Context: an optimization exercise on an open-source flow, tuned for small area and a short achievable clock period. The choices shown serve that exercise and are no tape-out recipe.
Only simulation tests tie the RTL to the original design; equivalence was not proved.
Power and IR drop assume default switching activity.

[flow/config.mk]
export PLATFORM = sky130hd
export DESIGN_NAME = alu
export DESIGN_NICKNAME = alu
export VERILOG_FILES = /design/flow/design.v
export SDC_FILE = /design/flow/constraint.sdc
export NUM_CORES = 4
export LEC_CHECK = 0
export CAP_MARGIN = 20
export CORE_MARGIN = 2
export CORE_UTILIZATION = 40
export SETUP_SLACK_MARGIN = 4
export SLEW_MARGIN = 20
[flow/constraint.sdc]
create_clock -name core_clock -period 10.0 [get_ports {i_clk}]
set_input_delay 2.0000 -clock core_clock [delete_from_list [all_inputs] [get_ports {i_clk}]]
set_output_delay 2.0000 -clock core_clock [all_outputs]
set_load 0.01 [all_outputs]
[flow/design.v]
module alu (
    input               i_clk,
    input               i_rst_n,
    input               i_valid,
    input signed [11:0] i_data_a,
    input signed [11:0] i_data_b,
    input        [2:0]  i_inst,
    output              o_valid,
    output       [11:0] o_data,
    output              o_overflow
);
reg  [18:0] x_r, y_r;
reg         o_valid_r, ovf_r, mul_r, mac_r;
wire [18:0] z = x_r + y_r;
wire        m_ov = ~(&z[18:11] | ~|z[18:11]);
assign o_valid    = o_valid_r;
assign o_data     = z[11:0];
assign o_overflow = (m_ov & mul_r) | ovf_r;
wire        is_mul = (i_inst[2:1] == 2'b01);
wire        is_mac = (i_inst == 3'b011);
wire        mul_en = i_valid & is_mul;
wire [11:0] ag     = i_data_a & {12{mul_en}};
wire        acc_en = mac_r & (is_mac | ~i_valid);
wire        oth_en = i_valid & ~is_mul;
wire        ovf_old = mac_r & (m_ov | ovf_r);
wire [12:0] sum  = {i_data_a[11], i_data_a} + {i_data_b[11], i_data_b};
wire [12:0] dif  = {i_data_a[11], i_data_a} - {i_data_b[11], i_data_b};
wire        a_ge = ~(sum[12] ^ dif[12]);
wire [11:0] ra   = i_data_a ^ {12{i_data_a[11]}};    
wire [11:0] rb   = i_data_b ^ {12{i_data_b[11]}};
reg  [11:0] oth;
always @(*) begin
  case (i_inst)
    3'b000:  oth = sum[11:0];
    3'b001:  oth = dif[11:0];
    3'b100:  oth = ~(i_data_a ^ i_data_b);
    3'b101:  oth = i_data_a[11] ? 12'd0 : i_data_a;
    3'b110:  oth = sum[12:1];
    default: oth = a_ge ? ra : rb;
  endcase
end
wire [11:0] row   = acc_en ? o_data : (oth & {12{oth_en}});
wire        row_c = oth_en & (i_inst == 3'b111) & (a_ge ? i_data_a[11] : i_data_b[11]);
wire one1;
wire two2;
wire neg3;
wire pp4;
wire pp5;
wire pp6;
wire pp7;
wire pp8;
wire pp9;
wire pp10;
wire pp11;
wire pp12;
wire pp13;
wire pp14;
wire pp15;
wire pp16;
wire one17;
wire two18;
wire neg19;
wire pp20;
wire pp21;
wire pp22;
wire pp23;
wire pp24;
wire pp25;
wire pp26;
wire pp27;
wire pp28;
wire pp29;
wire pp30;
wire pp31;
wire pp32;
wire one33;
wire two34;
wire neg35;
wire pp36;
wire pp37;
wire pp38;
wire pp39;
wire pp40;
wire pp41;
wire pp42;
wire pp43;
wire pp44;
wire pp45;
wire pp46;
wire pp47;
wire pp48;
wire one49;
wire two50;
wire neg51;
wire pp52;
wire pp53;
wire pp54;
wire pp55;
wire pp56;
wire pp57;
wire pp58;
wire pp59;
wire pp60;
wire pp61;
wire pp62;
wire pp63;
wire pp64;
wire one65;
wire two66;
wire neg67;
wire pp68;
wire pp69;
wire pp70;
wire pp71;
wire pp72;
wire pp73;
wire pp74;
wire pp75;
wire pp76;
wire pp77;
wire pp78;
wire pp79;
wire pp80;
wire one81;
wire two82;
wire neg83;
wire pp84;
wire pp85;
wire pp86;
wire pp87;
wire pp88;
wire pp89;
wire pp90;
wire pp91;
wire pp92;
wire pp93;
wire pp94;
wire pp95;
wire pp96;
wire s97;
wire c98;
wire s99;
wire c100;
wire s101;
wire c102;
wire s103;
wire c104;
wire s105;
wire c106;
wire s107;
wire c108;
wire s109;
wire c110;
wire s111;
wire c112;
wire s113;
wire c114;
wire s115;
wire c116;
wire s117;
wire c118;
wire s119;
wire c120;
wire s121;
wire c122;
wire s123;
wire c124;
wire s125;
wire c126;
wire s127;
wire c128;
wire s129;
wire c130;
wire s131;
wire c132;
wire s133;
wire c134;
wire s135;
wire c136;
wire s137;
wire c138;
wire s139;
wire c140;
wire s141;
wire c142;
wire s143;
wire c144;
wire s145;
wire c146;
wire s147;
wire c148;
wire s149;
wire c150;
wire s151;
wire c152;
wire s153;
wire c154;
wire s155;
wire c156;
wire s157;
wire c158;
wire s159;
wire c160;
wire s161;
wire c162;
wire s163;
wire c164;
wire s165;
wire c166;
wire s167;
wire c168;
wire s169;
wire c170;
wire s171;
wire c172;
wire s173;
wire c174;
wire s175;
wire c176;
wire s177;
wire c178;
wire s179;
wire c180;
wire s181;
wire c182;
wire s183;
wire c184;
wire s185;
wire c186;
wire s187;
wire c188;
wire s189;
wire c190;
wire s191;
wire c192;
wire s193;
wire c194;
wire s195;
wire c196;
wire s197;
wire c198;
wire s199;
wire c200;
wire s201;
wire c202;
wire s203;
wire c204;
wire s205;
wire c206;
wire s207;
wire c208;
wire s209;
wire c210;
wire s211;
wire c212;
wire s213;
wire c214;
wire s215;
wire c216;
wire s217;
wire c218;
wire s219;
wire c220;
wire s221;
wire c222;
wire s223;
wire c224;
wire s225;
wire c226;
wire s227;
wire c228;
wire s229;
wire c230;
wire s231;
wire c232;
wire s233;
wire c234;
wire s235;
wire c236;
wire s237;
wire c238;
wire s239;
wire c240;
wire s241;
wire c242;
wire s243;
wire c244;
wire s245;
wire c246;
wire s247;
wire c248;
wire s249;
wire c250;
wire s251;
wire c252;
assign one1 = (i_data_b[0] ^ 1'b0);
assign two2 = ((i_data_b[1] & ~i_data_b[0] & ~1'b0) | (~i_data_b[1] & i_data_b[0] & 1'b0));
assign neg3 = i_data_b[1] & ~(i_data_b[0] & 1'b0);
assign pp4 = (ag[0] & one1) ^ neg3;
assign pp5 = ((ag[1] & one1) | (ag[0] & two2)) ^ neg3;
assign pp6 = ((ag[2] & one1) | (ag[1] & two2)) ^ neg3;
assign pp7 = ((ag[3] & one1) | (ag[2] & two2)) ^ neg3;
assign pp8 = ((ag[4] & one1) | (ag[3] & two2)) ^ neg3;
assign pp9 = ((ag[5] & one1) | (ag[4] & two2)) ^ neg3;
assign pp10 = ((ag[6] & one1) | (ag[5] & two2)) ^ neg3;
assign pp11 = ((ag[7] & one1) | (ag[6] & two2)) ^ neg3;
assign pp12 = ((ag[8] & one1) | (ag[7] & two2)) ^ neg3;
assign pp13 = ((ag[9] & one1) | (ag[8] & two2)) ^ neg3;
assign pp14 = ((ag[10] & one1) | (ag[9] & two2)) ^ neg3;
assign pp15 = ((ag[11] & one1) | (ag[10] & two2)) ^ neg3;
assign pp16 = ~(((ag[11] & one1) | (ag[11] & two2)) ^ neg3);
assign one17 = (i_data_b[2] ^ i_data_b[1]);
assign two18 = ((i_data_b[3] & ~i_data_b[2] & ~i_data_b[1]) | (~i_data_b[3] & i_data_b[2] & i_data_b[1]));
assign neg19 = i_data_b[3] & ~(i_data_b[2] & i_data_b[1]);
assign pp20 = (ag[0] & one17) ^ neg19;
assign pp21 = ((ag[1] & one17) | (ag[0] & two18)) ^ neg19;
assign pp22 = ((ag[2] & one17) | (ag[1] & two18)) ^ neg19;
assign pp23 = ((ag[3] & one17) | (ag[2] & two18)) ^ neg19;
assign pp24 = ((ag[4] & one17) | (ag[3] & two18)) ^ neg19;
assign pp25 = ((ag[5] & one17) | (ag[4] & two18)) ^ neg19;
assign pp26 = ((ag[6] & one17) | (ag[5] & two18)) ^ neg19;
assign pp27 = ((ag[7] & one17) | (ag[6] & two18)) ^ neg19;
assign pp28 = ((ag[8] & one17) | (ag[7] & two18)) ^ neg19;
assign pp29 = ((ag[9] & one17) | (ag[8] & two18)) ^ neg19;
assign pp30 = ((ag[10] & one17) | (ag[9] & two18)) ^ neg19;
assign pp31 = ((ag[11] & one17) | (ag[10] & two18)) ^ neg19;
assign pp32 = ~(((ag[11] & one17) | (ag[11] & two18)) ^ neg19);
assign one33 = (i_data_b[4] ^ i_data_b[3]);
assign two34 = ((i_data_b[5] & ~i_data_b[4] & ~i_data_b[3]) | (~i_data_b[5] & i_data_b[4] & i_data_b[3]));
assign neg35 = i_data_b[5] & ~(i_data_b[4] & i_data_b[3]);
assign pp36 = (ag[0] & one33) ^ neg35;
assign pp37 = ((ag[1] & one33) | (ag[0] & two34)) ^ neg35;
assign pp38 = ((ag[2] & one33) | (ag[1] & two34)) ^ neg35;
assign pp39 = ((ag[3] & one33) | (ag[2] & two34)) ^ neg35;
assign pp40 = ((ag[4] & one33) | (ag[3] & two34)) ^ neg35;
assign pp41 = ((ag[5] & one33) | (ag[4] & two34)) ^ neg35;
assign pp42 = ((ag[6] & one33) | (ag[5] & two34)) ^ neg35;
assign pp43 = ((ag[7] & one33) | (ag[6] & two34)) ^ neg35;
assign pp44 = ((ag[8] & one33) | (ag[7] & two34)) ^ neg35;
assign pp45 = ((ag[9] & one33) | (ag[8] & two34)) ^ neg35;
assign pp46 = ((ag[10] & one33) | (ag[9] & two34)) ^ neg35;
assign pp47 = ((ag[11] & one33) | (ag[10] & two34)) ^ neg35;
assign pp48 = ~(((ag[11] & one33) | (ag[11] & two34)) ^ neg35);
assign one49 = (i_data_b[6] ^ i_data_b[5]);
assign two50 = ((i_data_b[7] & ~i_data_b[6] & ~i_data_b[5]) | (~i_data_b[7] & i_data_b[6] & i_data_b[5]));
assign neg51 = i_data_b[7] & ~(i_data_b[6] & i_data_b[5]);
assign pp52 = (ag[0] & one49) ^ neg51;
assign pp53 = ((ag[1] & one49) | (ag[0] & two50)) ^ neg51;
assign pp54 = ((ag[2] & one49) | (ag[1] & two50)) ^ neg51;
assign pp55 = ((ag[3] & one49) | (ag[2] & two50)) ^ neg51;
assign pp56 = ((ag[4] & one49) | (ag[3] & two50)) ^ neg51;
assign pp57 = ((ag[5] & one49) | (ag[4] & two50)) ^ neg51;
assign pp58 = ((ag[6] & one49) | (ag[5] & two50)) ^ neg51;
assign pp59 = ((ag[7] & one49) | (ag[6] & two50)) ^ neg51;
assign pp60 = ((ag[8] & one49) | (ag[7] & two50)) ^ neg51;
assign pp61 = ((ag[9] & one49) | (ag[8] & two50)) ^ neg51;
assign pp62 = ((ag[10] & one49) | (ag[9] & two50)) ^ neg51;
assign pp63 = ((ag[11] & one49) | (ag[10] & two50)) ^ neg51;
assign pp64 = ~(((ag[11] & one49) | (ag[11] & two50)) ^ neg51);
assign one65 = (i_data_b[8] ^ i_data_b[7]);
assign two66 = ((i_data_b[9] & ~i_data_b[8] & ~i_data_b[7]) | (~i_data_b[9] & i_data_b[8] & i_data_b[7]));
assign neg67 = i_data_b[9] & ~(i_data_b[8] & i_data_b[7]);
assign pp68 = (ag[0] & one65) ^ neg67;
assign pp69 = ((ag[1] & one65) | (ag[0] & two66)) ^ neg67;
assign pp70 = ((ag[2] & one65) | (ag[1] & two66)) ^ neg67;
assign pp71 = ((ag[3] & one65) | (ag[2] & two66)) ^ neg67;
assign pp72 = ((ag[4] & one65) | (ag[3] & two66)) ^ neg67;
assign pp73 = ((ag[5] & one65) | (ag[4] & two66)) ^ neg67;
assign pp74 = ((ag[6] & one65) | (ag[5] & two66)) ^ neg67;
assign pp75 = ((ag[7] & one65) | (ag[6] & two66)) ^ neg67;
assign pp76 = ((ag[8] & one65) | (ag[7] & two66)) ^ neg67;
assign pp77 = ((ag[9] & one65) | (ag[8] & two66)) ^ neg67;
assign pp78 = ((ag[10] & one65) | (ag[9] & two66)) ^ neg67;
assign pp79 = ((ag[11] & one65) | (ag[10] & two66)) ^ neg67;
assign pp80 = ~(((ag[11] & one65) | (ag[11] & two66)) ^ neg67);
assign one81 = (i_data_b[10] ^ i_data_b[9]);
assign two82 = ((i_data_b[11] & ~i_data_b[10] & ~i_data_b[9]) | (~i_data_b[11] & i_data_b[10] & i_data_b[9]));
assign neg83 = i_data_b[11] & ~(i_data_b[10] & i_data_b[9]);
assign pp84 = (ag[0] & one81) ^ neg83;
assign pp85 = ((ag[1] & one81) | (ag[0] & two82)) ^ neg83;
assign pp86 = ((ag[2] & one81) | (ag[1] & two82)) ^ neg83;
assign pp87 = ((ag[3] & one81) | (ag[2] & two82)) ^ neg83;
assign pp88 = ((ag[4] & one81) | (ag[3] & two82)) ^ neg83;
assign pp89 = ((ag[5] & one81) | (ag[4] & two82)) ^ neg83;
assign pp90 = ((ag[6] & one81) | (ag[5] & two82)) ^ neg83;
assign pp91 = ((ag[7] & one81) | (ag[6] & two82)) ^ neg83;
assign pp92 = ((ag[8] & one81) | (ag[7] & two82)) ^ neg83;
assign pp93 = ((ag[9] & one81) | (ag[8] & two82)) ^ neg83;
assign pp94 = ((ag[10] & one81) | (ag[9] & two82)) ^ neg83;
assign pp95 = ((ag[11] & one81) | (ag[10] & two82)) ^ neg83;
assign pp96 = ~(((ag[11] & one81) | (ag[11] & two82)) ^ neg83);
assign s97 = neg3 ^ pp4;
assign c98 = neg3 & pp4;
assign s99 = pp5 ^ c98;
assign c100 = pp5 & c98;
assign s101 = neg19 ^ pp20 ^ pp6;
assign c102 = (neg19 & pp20) | (pp6 & (neg19 ^ pp20));
assign s103 = c100 ^ s101;
assign c104 = c100 & s101;
assign s105 = pp21 ^ pp7 ^ c102;
assign c106 = (pp21 & pp7) | (c102 & (pp21 ^ pp7));
assign s107 = c104 ^ s105;
assign c108 = c104 & s105;
assign s109 = 1'b1 ^ neg35 ^ pp22;
assign c110 = (1'b1 & neg35) | (pp22 & (1'b1 ^ neg35));
assign s111 = pp36 ^ pp8 ^ s109;
assign c112 = (pp36 & pp8) | (s109 & (pp36 ^ pp8));
assign s113 = c106 ^ s111 ^ c108;
assign c114 = (c106 & s111) | (c108 & (c106 ^ s111));
assign s115 = pp23 ^ pp37 ^ pp9;
assign c116 = (pp23 & pp37) | (pp9 & (pp23 ^ pp37));
assign s117 = c110 ^ s115 ^ c112;
assign c118 = (c110 & s115) | (c112 & (c110 ^ s115));
assign s119 = row[0] ^ row_c ^ s117;
assign c120 = (row[0] & row_c) | (s117 & (row[0] ^ row_c));
assign s121 = neg51 ^ pp10 ^ pp24;
assign c122 = (neg51 & pp10) | (pp24 & (neg51 ^ pp10));
assign s123 = pp38 ^ pp52 ^ c116;
assign c124 = (pp38 & pp52) | (c116 & (pp38 ^ pp52));
assign s125 = s121 ^ s123 ^ row[1];
assign c126 = (s121 & s123) | (row[1] & (s121 ^ s123));
assign s127 = c118 ^ s125;
assign c128 = c118 & s125;
assign s129 = pp11 ^ pp25 ^ pp39;
assign c130 = (pp11 & pp25) | (pp39 & (pp11 ^ pp25));
assign s131 = pp53 ^ c122 ^ s129;
assign c132 = (pp53 & c122) | (s129 & (pp53 ^ c122));
assign s133 = c124 ^ s131 ^ row[2];
assign c134 = (c124 & s131) | (row[2] & (c124 ^ s131));
assign s135 = c126 ^ s133;
assign c136 = c126 & s133;
assign s137 = neg67 ^ pp12 ^ pp26;
assign c138 = (neg67 & pp12) | (pp26 & (neg67 ^ pp12));
assign s139 = pp40 ^ pp54 ^ pp68;
assign c140 = (pp40 & pp54) | (pp68 & (pp40 ^ pp54));
assign s141 = c130 ^ s137 ^ s139;
assign c142 = (c130 & s137) | (s139 & (c130 ^ s137));
assign s143 = c132 ^ s141 ^ row[3];
assign c144 = (c132 & s141) | (row[3] & (c132 ^ s141));
assign s145 = c134 ^ s143;
assign c146 = c134 & s143;
assign s147 = pp13 ^ pp27 ^ pp41;
assign c148 = (pp13 & pp27) | (pp41 & (pp13 ^ pp27));
assign s149 = pp55 ^ pp69 ^ c138;
assign c150 = (pp55 & pp69) | (c138 & (pp55 ^ pp69));
assign s151 = c140 ^ s147 ^ s149;
assign c152 = (c140 & s147) | (s149 & (c140 ^ s147));
assign s153 = c142 ^ row[4] ^ s151;
assign c154 = (c142 & row[4]) | (s151 & (c142 ^ row[4]));
assign s155 = c144 ^ s153;
assign c156 = c144 & s153;
assign s157 = neg83 ^ pp14 ^ pp28;
assign c158 = (neg83 & pp14) | (pp28 & (neg83 ^ pp14));
assign s159 = pp42 ^ pp56 ^ pp70;
assign c160 = (pp42 & pp56) | (pp70 & (pp42 ^ pp56));
assign s161 = pp84 ^ c148 ^ s157;
assign c162 = (pp84 & c148) | (s157 & (pp84 ^ c148));
assign s163 = s159 ^ c150 ^ s161;
assign c164 = (s159 & c150) | (s161 & (s159 ^ c150));
assign s165 = row[5] ^ c152 ^ s163;
assign c166 = (row[5] & c152) | (s163 & (row[5] ^ c152));
assign s167 = c154 ^ s165;
assign c168 = c154 & s165;
assign s169 = pp15 ^ pp29 ^ pp43;
assign c170 = (pp15 & pp29) | (pp43 & (pp15 ^ pp29));
assign s171 = pp57 ^ pp71 ^ pp85;
assign c172 = (pp57 & pp71) | (pp85 & (pp57 ^ pp71));
assign s173 = c158 ^ c160 ^ s169;
assign c174 = (c158 & c160) | (s169 & (c158 ^ c160));
assign s175 = s171 ^ c162 ^ s173;
assign c176 = (s171 & c162) | (s173 & (s171 ^ c162));
assign s177 = row[6] ^ c164 ^ s175;
assign c178 = (row[6] & c164) | (s175 & (row[6] ^ c164));
assign s179 = c166 ^ s177;
assign c180 = c166 & s177;
assign s181 = 1'b1 ^ pp16 ^ pp30;
assign c182 = (1'b1 & pp16) | (pp30 & (1'b1 ^ pp16));
assign s183 = pp44 ^ pp58 ^ pp72;
assign c184 = (pp44 & pp58) | (pp72 & (pp44 ^ pp58));
assign s185 = pp86 ^ c170 ^ c172;
assign c186 = (pp86 & c170) | (c172 & (pp86 ^ c170));
assign s187 = s181 ^ s183 ^ s185;
assign c188 = (s181 & s183) | (s185 & (s181 ^ s183));
assign s189 = c174 ^ row[7] ^ s187;
assign c190 = (c174 & row[7]) | (s187 & (c174 ^ row[7]));
assign s191 = c176 ^ s189 ^ c178;
assign c192 = (c176 & s189) | (c178 & (c176 ^ s189));
assign s193 = 1'b1 ^ pp31 ^ pp45;
assign c194 = (1'b1 & pp31) | (pp45 & (1'b1 ^ pp31));
assign s195 = pp59 ^ pp73 ^ pp87;
assign c196 = (pp59 & pp73) | (pp87 & (pp59 ^ pp73));
assign s197 = c182 ^ c184 ^ s193;
assign c198 = (c182 & c184) | (s193 & (c182 ^ c184));
assign s199 = s195 ^ c186 ^ s197;
assign c200 = (s195 & c186) | (s197 & (s195 ^ c186));
assign s201 = row[8] ^ c188 ^ s199;
assign c202 = (row[8] & c188) | (s199 & (row[8] ^ c188));
assign s203 = c190 ^ s201;
assign c204 = c190 & s201;
assign s205 = pp32 ^ pp46 ^ pp60;
assign c206 = (pp32 & pp46) | (pp60 & (pp32 ^ pp46));
assign s207 = pp74 ^ pp88 ^ c194;
assign c208 = (pp74 & pp88) | (c194 & (pp74 ^ pp88));
assign s209 = c196 ^ s205 ^ s207;
assign c210 = (c196 & s205) | (s207 & (c196 ^ s205));
assign s211 = c198 ^ row[9] ^ s209;
assign c212 = (c198 & row[9]) | (s209 & (c198 ^ row[9]));
assign s213 = c200 ^ s211 ^ c202;
assign c214 = (c200 & s211) | (c202 & (c200 ^ s211));
assign s215 = 1'b1 ^ pp47 ^ pp61;
assign c216 = (1'b1 & pp47) | (pp61 & (1'b1 ^ pp47));
assign s217 = pp75 ^ pp89 ^ c206;
assign c218 = (pp75 & pp89) | (c206 & (pp75 ^ pp89));
assign s219 = s215 ^ c208 ^ s217;
assign c220 = (s215 & c208) | (s217 & (s215 ^ c208));
assign s221 = row[10] ^ c210 ^ s219;
assign c222 = (row[10] & c210) | (s219 & (row[10] ^ c210));
assign s223 = c212 ^ s221;
assign c224 = c212 & s221;
assign s225 = 1'b1 ^ pp48 ^ pp62;
assign c226 = (1'b1 & pp48) | (pp62 & (1'b1 ^ pp48));
assign s227 = pp76 ^ pp90 ^ c216;
assign c228 = (pp76 & pp90) | (c216 & (pp76 ^ pp90));
assign s229 = s225 ^ c218 ^ s227;
assign c230 = (s225 & c218) | (s227 & (s225 ^ c218));
assign s231 = ~row[11] ^ c220 ^ s229;
assign c232 = (~row[11] & c220) | (s229 & (~row[11] ^ c220));
assign s233 = c222 ^ s231;
assign c234 = c222 & s231;
assign s235 = pp63 ^ pp77 ^ pp91;
assign c236 = (pp63 & pp77) | (pp91 & (pp63 ^ pp77));
assign s237 = c226 ^ s235 ^ c228;
assign c238 = (c226 & s235) | (c228 & (c226 ^ s235));
assign s239 = c230 ^ s237 ^ c232;
assign c240 = (c230 & s237) | (c232 & (c230 ^ s237));
assign s241 = pp64 ^ pp78 ^ pp92;
assign c242 = (pp64 & pp78) | (pp92 & (pp64 ^ pp78));
assign s243 = c236 ^ s241 ^ c238;
assign c244 = (c236 & s241) | (c238 & (c236 ^ s241));
assign s245 = 1'b1 ^ pp79 ^ pp93;
assign c246 = (1'b1 & pp79) | (pp93 & (1'b1 ^ pp79));
assign s247 = c242 ^ s245;
assign c248 = c242 & s245;
assign s249 = pp80 ^ pp94 ^ c246;
assign c250 = (pp80 & pp94) | (c246 & (pp80 ^ pp94));
assign s251 = 1'b1 ^ pp95;
assign c252 = 1'b1 & pp95;
always @(posedge i_clk or negedge i_rst_n) begin
  if (~i_rst_n) begin
    o_valid_r <= 1'b0;
    x_r       <= 19'd0;
    y_r       <= 19'd0;
    ovf_r     <= 1'b0;
    mul_r     <= 1'b0;
    mac_r     <= 1'b0;
  end else begin
    o_valid_r <= i_valid;
    x_r       <= {1'b1, pp96, s251, c248, s247, s243, c234, c224, s223, c204, s203, c180, c168, c156, c146, c136, c128, c120, c114};
    y_r       <= {1'b0, c252, c250, s249, c244, c240, s239, s233, c214, s213, c192, s191, s179, s167, s155, s145, s135, s127, s119};
    mul_r     <= is_mul;
    if (i_valid) begin
      mac_r <= is_mac;
      case (i_inst)
        3'b000:  ovf_r <= sum[12] ^ sum[11];
        3'b001:  ovf_r <= dif[12] ^ dif[11];
        3'b011:  ovf_r <= ovf_old;
        default: ovf_r <= 1'b0;
      endcase
    end else begin
      ovf_r <= ovf_old;
    end
  end
end
endmodule
[flow/flow/run.sh]
#!/bin/bash
# The standard layout, with two changes: the port buffers are buf_2 cells, and
# after synthesis flow/fapol.py flips full-adder cells (a full adder is
# self-dual) where that removes inverters between them. Registers are untouched.
set -euo pipefail
export BUFFER_PORTS_ARGS="-buffer_cell sky130_fd_sc_hd__buf_2"
R=orfs/results/sky130hd/alu/base
bash standard.sh synth > synth.log 2>&1
python3 flow/fapol.py $R/1_2_yosys.v > fapol.log 2>&1
rm -f $R/1_synth.odb $R/1_synth.sdc
bash standard.sh > standard.log 2>&1
[flow/flow/fapol.py]
#!/usr/bin/env python3
"""Remove inverters around full-adder cells in a Yosys netlist.

A full adder is self-dual: FA(~a, ~b, ~c) = (~sum, ~cout).  Synthesis maps
adders with arbitrary input and output polarity and leaves inverters between
them.  This pass flips full adders (inverts all three inputs and both outputs)
when that lowers the number of inverters, and rewrites the netlist in place.
It changes no register and no function.
usage: fapol.py netlist.v"""
import re, sys, collections

path = sys.argv[1]
text = open(path).read()
cell_re = re.compile(r'^(\s*)(sky130_fd_sc_hd__\w+)\s+(\S+)\s*\((.*?)\);\n', re.S | re.M)
pin_re = re.compile(r'\.(\w+)\(([^()]*)\)')

cells = {}      # name -> [type, {pin: net}]
order = []
for m in cell_re.finditer(text):
    typ, name, body = m.group(2), m.group(3), m.group(4)
    cells[name] = [typ, {p: n.strip() for p, n in pin_re.findall(body)}]
    order.append(name)

OUT = {'X', 'Y', 'SUM', 'COUT', 'Q', 'Q_N', 'HI', 'LO'}
def is_inv(n): return re.match(r'sky130_fd_sc_hd__(clk)?inv_\d+$', cells[n][0]) is not None
def is_fa(n): return re.match(r'sky130_fd_sc_hd__fa_\d+$', cells[n][0]) is not None

hdr = text[:text.index(');') + 2]
ports = set()
for m in re.finditer(r'^\s*(input|output)\s+(\[\d+:\d+\]\s+)?(\S+);', text, re.M):
    ports.add(m.group(3))
def is_port(net):
    return net.split('[')[0].strip() in ports or net.startswith("1'")

def build():
    drv, loads = {}, collections.defaultdict(list)
    for n, (t, pins) in cells.items():
        for p, net in pins.items():
            if p in OUT: drv[net] = (n, p)
            else: loads[net].append((n, p))
    return drv, loads

newcnt = [0]
def newnet():
    newcnt[0] += 1
    return f'_fapol{newcnt[0]}_'
new_wires = []

def inv_of(net, drv, loads):
    """an existing inverter whose input is net"""
    for (n, p) in loads[net]:
        if is_inv(n) and p == 'A': return n
    return None

def cost_flip(f, drv, loads):
    t, pins = cells[f]
    d = 0
    for p in ('A', 'B', 'CIN'):
        x = pins[p]
        src = drv.get(x)
        if src and is_inv(src[0]):
            d -= 1 if len(loads[x]) == 1 else 0
        elif inv_of(x, drv, loads) is None:
            d += 1
    for p in ('SUM', 'COUT'):
        y = pins[p]
        ls = loads[y]
        invs = [n for n, q in ls if is_inv(n)]
        others = len(ls) - len(invs) + (1 if is_port(y) else 0)
        d -= len(invs)
        if others: d += 1
    return d

def flip(f, drv, loads):
    t, pins = cells[f]
    for p in ('A', 'B', 'CIN'):
        x = pins[p]
        src = drv.get(x)
        if src and is_inv(src[0]):
            pins[p] = cells[src[0]][1]['A']
        else:
            i = inv_of(x, drv, loads)
            if i is None:
                y = newnet(); new_wires.append(y)
                i = f'_fapolinv{newcnt[0]}_'
                cells[i] = ['sky130_fd_sc_hd__inv_1', {'A': x, 'Y': y}]
                order.append(i)
            pins[p] = cells[i][1]['Y']
    for p in ('SUM', 'COUT'):
        y = pins[p]
        ls = list(loads[y])
        y2 = newnet(); new_wires.append(y2)
        pins[p] = y2
        others = False
        for n, q in ls:
            if is_inv(n) and q == 'A':
                # this inverter's output equals y2: move its loads to y2
                z = cells[n][1]['Y']
                if is_port(z):
                    cells[n][1]['A'] = y2     # keep as buffer-free inverter? no: z = ~y = y2
                    # z must equal y2; drive z with a buffer-like pair is not needed:
                    # keep inverter fed by original y instead
                    cells[n][1]['A'] = y
                    others = True
                    continue
                for n2, q2 in loads[z]:
                    cells[n2][1][q2] = y2
                del cells[n]
            else:
                others = True
        if others or is_port(y):
            i = f'_fapolinv{newcnt[0]}_o{p}'
            cells[i] = ['sky130_fd_sc_hd__inv_1', {'A': y2, 'Y': y}]
            order.append(i)

changed = True
passes = 0
nflip = 0
while changed and passes < 50:
    changed = False
    passes += 1
    for f in list(order):
        if f not in cells or not is_fa(f): continue
        drv, loads = build()
        if cost_flip(f, drv, loads) < 0:
            flip(f, drv, loads)
            nflip += 1
            changed = True
    # drop inverters with no loads
    drv, loads = build()
    for n in list(cells):
        if is_inv(n):
            y = cells[n][1]['Y']
            if not loads[y] and not is_port(y):
                del cells[n]

before = sum(1 for l in cell_re.finditer(text) if re.match(r'sky130_fd_sc_hd__(clk)?inv_\d+$', l.group(2)))
after = sum(1 for n in cells if is_inv(n))
sys.stderr.write(f'fapol: {nflip} flips, inverters {before} -> {after}\n')

# rewrite
out = []
pos = 0
first = None
for m in cell_re.finditer(text):
    if first is None: first = m.start()
    last = m.end()
body = text[first:last]
lines = []
for n in order:
    if n not in cells: continue
    t, pins = cells[n]
    conn = ',\n'.join(f'    .{p}({net}' + (' )' if net.startswith('\\') else ')') for p, net in pins.items())
    lines.append(f'  {t} {n} (\n{conn}\n  );\n')
decl = ''.join(f'  wire {w};\n' for w in new_wires)
text2 = text[:first] + decl + ''.join(lines) + text[last:]
open(path, 'w').write(text2)
[flow/standard.sh]
#!/bin/bash
# synth_recipe.tcl (not shown) runs the flow's synth.tcl, then flattens the netlist and writes it again
# the make line also repeats each setting of config.mk as NAME=value (left out here)
make -C /OpenROAD-flow-scripts/flow DESIGN_CONFIG=/design/flow/config.mk WORK_HOME=/design/flow/orfs CLKGATE_MAP_FILE= SYNTH_SCRIPT=/design/flow/synth_recipe.tcl "${@:-finish}"
==> reports/metrics.cfg, run 1 <==
[timing]
tightest_slew_ns = 1.050
maxSlewViolCount = 0
fin_crit_ns = 5.861
fin_crit_sh = 0.5861
rsz0062_at_grt = true
tns_ns = 0
max-slew-margin-rel = 0.3002
hold_violations = 0
skew_ns = 0.009770
fmax_mhz = 170.6
setup_viol = 0

[outcome]
status = complete, no violations

[setup_path]
critPathMaxFanout = 25
crit_chain = clkbuf_4 -> ha_1 -> fa_1 -> nor2b_1 -> o21ai_0 -> a21oi_2 -> o211ai_1 -> a21oi_2 -> xnor2_4 -> buf_4 -> mux2_2 -> nand2_1 -> a22oi_1 -> fa_1 -> fa_1 -> inv_1
max_stage_delay_ns = 0.52
cp.required_ns = 10.19
r2r_slack_ns = 6.41
cp_top_family = adder cells
worstReg2RegStart = x_r[0]
critPathCaptureType = register
r2r-end = ovf_r
critical_path_class = in -> reg
cp.buffers_inverters = 3
rr_worst_depth = 12
startpoint_type = primary input
arrival_ns = 6.05
crit_slowest_cell = fa_1
path_common_cell = fa_1

[yosys]
yosysWarnings = 1
syn_inst = 939
syn_area_um2 = 7592
avgSynthCellArea_um2 = 8.085
syn-num-nets = 1104

[global_routing]
grtUsageMet1 = 0.3150
antenna_found_initial = 0
grt.busiest_layer = met2
first_global_vias = 6471
grt_pass1_wl_um = 35550
gr-usage-met3 = 0.02801
gr-total-overflow = 0
track_usage = 0.2243
grt_max_degree = 42
grt_use_met2 = 0.3625

[cts]
cts_hold_buf = 0
cts_buffer_depth = 2
cts_tree = done
htreeDepth = 2
clkSinkCount = 41
cts_buffers = 5
root_buffer = clkbuf_16
clock_latency_ns = 0.29
path_clk_slew_ns = 0.07

[die]
die_width_um = 141.8
ios = 44
start_util = 0.4072
die_h_um = 141.8
core_area_um2 = 18640
rows = 50
die_area_um2 = 20100

[placed_design]
place_congestion = 0.9315
io_buffers = 43
dp_hpwl_um = 17080

[job]
cap_violations = 0

[min_path]
hold_depth = 2
hold_path_startpoint = mac_r
hold_path_class = reg -> reg
hold_end = mac_r

[power_and_ir_drop]
p_leak_nw = 3.531
ir_drop_uv = 85.29
power.density_nw_per_um2 = 199.7
power_mw = 1.661

[drt]
totalWireLength_um = 21950
drt_iter0_drc = 438
viasPerCell = 5.701
vias = 6721
wire_per_inst_um = 18.62
drc = 0
firstDrtPassIters = 5
final_antenna_net_count = 0

[layout]
synthToLayoutAreaGrowth_pct = 9.542
nets = 1109
final_util = 0.4461
drive_above_1_share = 0.1164
diodes = 0

[registers in the layout, summed over array words and instances, names as in the netlist]
name / flops
x_r: 19
y_r: 18
o_valid_r: 1
ovf_r: 1
mul_r: 1
mac_r: 1
[worst max path at each step]
stage / endpoint / start / cells past startpoint
final: y_r[7] / i_data_b[0] / 16
after global routing: y_r[7] / i_data_b[0] / 16
after CTS: y_r[7] / i_inst[1] / 13
after detailed placement: y_r[7] / i_data_b[1] / 15
after global placement: y_r[7] / i_inst[1] / 13
after floorplan: y_r[7] / i_inst[1] / 14
[repair_timing]
| item | in CTS | in global routing |
|---|---|---|
| setup endpoints to repair | 25 | 25 |
| pin swaps | 2 | 4 |
| gates resized for setup | 13 | 19 |
| buffers inserted | 4 | 4 |
[where the power goes]
part           leakage [nW]  total (mW)  switching (mW)  internal, mW
registers             0.501       0.254          0.0213         0.232
logic                  2.93        1.19           0.700         0.492
clock network        0.0944       0.215          0.0708         0.144
total                  3.53        1.66           0.792         0.868
[worst min-delay path: stages, from the launching register on]
cell     delay (ns)
dfrtp_1        0.38
inv_1          0.07
o21ai_0        0.07
[cells in the final DEF (no fill, tap or decap), drive strengths merged, types with 3 or more instances in the layout]
cell type and count:
nand2b 12, nor3 13, o211ai 8, or3 4, inv 79, clkbuf 7, and2 3, nand3 7
xor2 9, o22ai 5, mux2 12, a2111oi 5, or2 6, fa 58, a31oi 14, a21o 5
o2111ai 4, o21a 5, nand2 96, and3 17, nor3b 3, xnor2 103, nor2b 13, o21ai 75
ha 77, a211oi 11, a21oi 69, buf 56, o22a 3, nor2 53, mux2i 6, a22oi 20
o21bai 7, dfrtp 41, nor4 4, a32oi 3
[per-layer routing]
layer | share of wire | vias to the layer above | wire, um
li1 | - | 3234 | -
met1 | 0.45 | 3221 | 9836
met2 | 0.47 | 234 | 10230
met3 | 0.062 | 32 | 1351
met4 | 0.024 | 0 | 534
met5 | 0 | - | 0
[cell type report]
type / count / area (um^2)
Sequential cell: 41 / 1026
Fill cell: 1898 / 10330
Multi-Input combinational cell: 759 / 6168
Clock buffer: 5 / 125.1
Timing Repair Buffer: 58 / 335.3
Clock inverter: 3 / 68.82
Inverter: 79 / 300.3
Tap cell: 234 / 292.8
[per-stage QoR]
step	worst slack [ns]	std cells	hold slack [ns]	area (um^2)
after floorplan	4.093	939	0.5157	7592
after global placement	3.235	1163	0.5464	7916
after detailed placement	3.123	1163	0.5470	7916
after CTS	3.935	1175	0.5574	8204
after global routing	3.953	1179	0.5936	8317
final	4.139	1179	0.5584	8317
==> run 2, diff against run 1 <==
==> flow/flow/run.sh (replaced) <==
#!/bin/bash
# The standard layout, with the port buffers made of buf_2 cells.
set -euo pipefail
export BUFFER_PORTS_ARGS="-buffer_cell sky130_fd_sc_hd__buf_2"
bash standard.sh > standard.log 2>&1
removed: flow/flow/fapol.py
==> reports/metrics.cfg, run 2 <==
[outcome]
status = complete, no violations

[min_path]
hold_path_startpoint = mac_r
hold_path_class = reg -> reg
hold_depth = 2  ; unchanged
hold_end = mac_r

[drt]
firstDrtPassIters = 5  ; unchanged
totalWireLength_um = 22000  ; +0.20%
viasPerCell = 5.622  ; -1.4%
drc = 0  ; unchanged
final_antenna_net_count = 0  ; unchanged
drt_iter0_drc = 518  ; +18%
wire_per_inst_um = 18.21  ; -2.2%
vias = 6791  ; +1.0%

[layout]
largest_reg_flops = 19  ; unchanged
largest_registers = x_r x19, y_r x18
synthToLayoutAreaGrowth_pct = 9.314
final_util = 0.4483  ; +0.002226
fillers = 1933  ; +1.8%
drive_above_1_share = 0.1119  ; -0.004492
regMostFlops = x_r
nets = 1138  ; +2.6%
final_common_cell = inv_1
diodes = 0  ; unchanged
layout_common_cells = inv_1, xnor2_1, nand2_1, ha_1, o21ai_0

[cts]
root_buffer = clkbuf_16
cts_buffer_depth = 2  ; unchanged
path_clk_slew_ns = 0.06  ; about the same
clkSinkCount = 41  ; unchanged
cts_buffers = 5  ; unchanged
cts_tree = done
cts_hold_buf = 0  ; unchanged
clock_latency_ns = 0.29  ; about the same
htreeDepth = 2  ; unchanged

[timing]
fin_crit_sh = 0.5865  ; about the same
rsz0062_at_grt = true
tns_ns = 0  ; unchanged
holdWs_ns = 0.5592  ; +0.0007200 ns
tightest_slew_ns = 1.071  ; +0.02177 ns
fin_crit_ns = 5.865  ; +0.003810 ns
fmax_mhz = 170.5  ; about the same
skew_ns = 0.007663  ; -0.002108 ns
max-slew-margin-rel = 0.2842  ; -0.01598
setup_viol = 0  ; unchanged
hold_violations = 0  ; unchanged
maxSlewViolCount = 0  ; unchanged

[placed_design]
dp_hpwl_um = 17150  ; +0.42%
place_congestion = 0.9401  ; +0.92%
io_buffers = 43  ; unchanged

[setup_path]
cp.required_ns = 10.16  ; -0.03 ns
crit_slowest_cell = fa_1
cp.buffers_inverters = 5  ; +2
arrival_ns = 6.03  ; -0.02 ns
startpoint_type = primary input
worstReg2RegStart = x_r[0]
critPathCaptureType = register
cp_top_family = adder cells
rr_worst_depth = 12  ; unchanged
r2r-end = ovf_r
max_stage_delay_ns = 0.51  ; about the same
r2r_slack_ns = 6.48  ; +0.07 ns
path_common_cell = fa_1
critical_path_class = in -> reg
critPathMaxFanout = 27  ; +8.0%
crit_chain = clkbuf_4 -> nor2b_4 -> buf_12 -> and3_1 -> xnor2_1 -> a21oi_1 -> fa_1 -> fa_1 -> inv_1 -> fa_1 -> inv_1 -> fa_1 -> inv_1 -> fa_1

[yosys]
synth_top_cell_by_area = fa_1
ys_ff_latch = 41
synth_flop_cell = dfrtp_1
yosysUniqueCellTypes = 69
yosysWarnings = 1  ; unchanged
syn_area_um2 = 7697  ; +1.4%
synth_edf_count = 0
async_reset_ff_frac = 1.000
syn-num-nets = 1132  ; +2.5%
synth_common_cells = inv_1, xnor2_1, nand2_1, ha_1, o21ai_0
avgSynthCellArea_um2 = 7.960  ; -1.6%
yosysTopAreaCellShare = 0.1508
syn_inst = 967  ; +3.0%
yosysMostFrequentCell = inv_1
yosys-top-cells-area = fa_1, dfrtp_1, ha_1
ys_seq_area_frac = 0.1333

[power_and_ir_drop]
swShare = 0.4801  ; +0.002920
power.density_nw_per_um2 = 196.5  ; -1.6%
ir_drop_uv = 105.8  ; +24%
combPwrFrac = 0.718  ; about the same
p_int_mw = 0.8598  ; -0.98%
p_leak_nw = 3.689  ; +4.5%
switchingPower_mw = 0.7939  ; +0.18%
power_mw = 1.654  ; -0.43%
clkPwrFrac = 0.129  ; about the same
seqPwrFrac = 0.153  ; about the same

[global_routing]
antenna_found_initial = 0  ; unchanged
track_usage = 0.2224  ; -0.001864
gr-total-overflow = 0  ; unchanged
grt_pass1_wl_um = 35740  ; +0.53%
first_global_vias = 6582  ; +1.7%
grt_max_degree = 42  ; unchanged

[die]
ios = 44  ; unchanged
die_h_um = 142.7  ; +0.67%
die_area_um2 = 20370  ; +1.3%
start_util = 0.4101  ; +0.002885
rows = 50  ; unchanged
die_width_um = 142.7  ; +0.67%
core_area_um2 = 18770  ; +0.67%

[job]
cap_violations = 0  ; unchanged

==> run 2: worst reg2reg max path: stages, from the launching register on <==
cell and delay [ns]:
dfrtp_1 0.38, ha_1 0.25, inv_1 0.08, fa_1 0.27
nor2b_4 0.07, o2111ai_2 0.23, a31oi_2 0.17, o211a_1 0.30
or3_1 0.38, a2111oi_2 0.39, or4b_1 0.52, mux2i_4 0.22
o22ai_1 0.11
==> run 2: worst max-delay path by stage <==
| stage | from | endpoint | slack, ns | depth (start not counted) |
|---|---|---|---|---|
| 2_1_floorplan | i_inst[1] | y_r[7] | 4.01 | 16 |
| 3_3_place_gp | i_inst[1] | y_r[7] | 3.22 | 14 |
| 3_5_place_dp | i_data_b[1] | y_r[7] | 3.11 | 15 |
| 4_1_cts | i_data_b[0] | y_r[7] | 4.00 | 15 |
| 5_1_grt | i_data_b[0] | y_r[7] | 3.96 | 16 |
| 6_report | i_inst[1] | y_r[7] | 4.14 | 14 |
==> run 2: power by group through the flow <==
stage	clock, mW	sequential (mW)	combinational (mW)
3_3_place_gp	0	0.256	1.15
6_report	0.213	0.253	1.19
3_5_place_dp	0	0.256	1.17
5_1_grt	0.226	0.260	1.35
4_1_cts	0.218	0.254	1.19
2_1_floorplan	0	0.249	0.830
==> run 2: timing repair <==
action                                  4_1_cts  5_1_grt
pin swaps                                     1        4
buffers inserted                              7        1
resized for setup                            11       17
endpoints found under the setup margin       25       20
==> run 2: area by class of cell <==
cell class	count	area, um^2	share of cell area
Multi-Input combinational cell	759	6138	0.7295
Timing Repair Buffer	59	357.8	0.04253
Sequential cell	41	1026	0.1219
Inverter	107	405.4	0.04818
Clock inverter	3	68.82	0.008178
Tap cell	234	292.8	0.03480
Clock buffer	5	125.1	0.01487
==> run 2: cell families (layout without fill, tap and decap cells) <==
family,count (synthesis),count (layout),synth area share
other cells,1,1,0.0004872
compound gates,252,252,0.2051
buf+inv,167,174,0.08290
flops,41,41,0.1333
fa+ha+maj,135,135,0.2760
mux,18,18,0.02536
simple gates,241,241,0.1484
xor+xnor,112,112,0.1284
==> run 2: per-stage QoR <==
step | std cells | setup slack [ns] | instance area, um^2
floorplan | 967 | 4.013 | 7697
global placement | 1192 | 3.223 | 8029
detailed placement | 1192 | 3.108 | 8029
CTS | 1207 | 4.005 | 8338
global route | 1208 | 3.956 | 8414
finish | 1208 | 4.135 | 8414
==> run 2: metal layers <==
metal,vias up,GRT usage,share of wire
met3,23,0.02582,0.053
met5,-,0,0
li1,3302,-,-
met4,0,0.04638,0.016
met1,3253,0.3168,0.47
met2,213,0.3646,0.46

port drivers added, routing unchanged:
No port has a modelled driver above. Below, the same layouts with a new extraction and two added sets of constraints.
Step 1 (the two cells are an assumption about what drives the block):
set clk [get_ports {i_clk}]
set_driving_cell -lib_cell sky130_fd_sc_hd__clkbuf_16 $clk
set_driving_cell -lib_cell sky130_fd_sc_hd__buf_2 [delete_from_list [all_inputs] $clk]
Step 2 times the ports against the registers' clock, not the clock port: input delays grow and output delays shrink by t, the midpoint of the rising clock arrivals with the driver on.
a / b / c = no drivers / after step 1 / after step 2; a / b = the first two.
| run | shift t [ns] | slack for setup (ns) | worst hold slack (ns) | slew at the worst register clock pin (ns) | worst data-port slew with drivers (ns) |
|---|---|---|---|---|---|
| run 1 | 0.329 | 4.139 / 4.099 / 3.825 | 0.558 / 0.558 / 0.558 | 0.07 / 0.07 | 0.03 |
| run 2 | 0.325 | 4.135 / 4.152 / 3.827 | 0.559 / 0.559 / 0.559 | 0.07 / 0.07 | 0.03 |
After both steps every run listed still meets setup and hold. The setup slack of run 1, which loses most, moves by -0.040 ns with the drivers and by -0.314 ns with both steps.
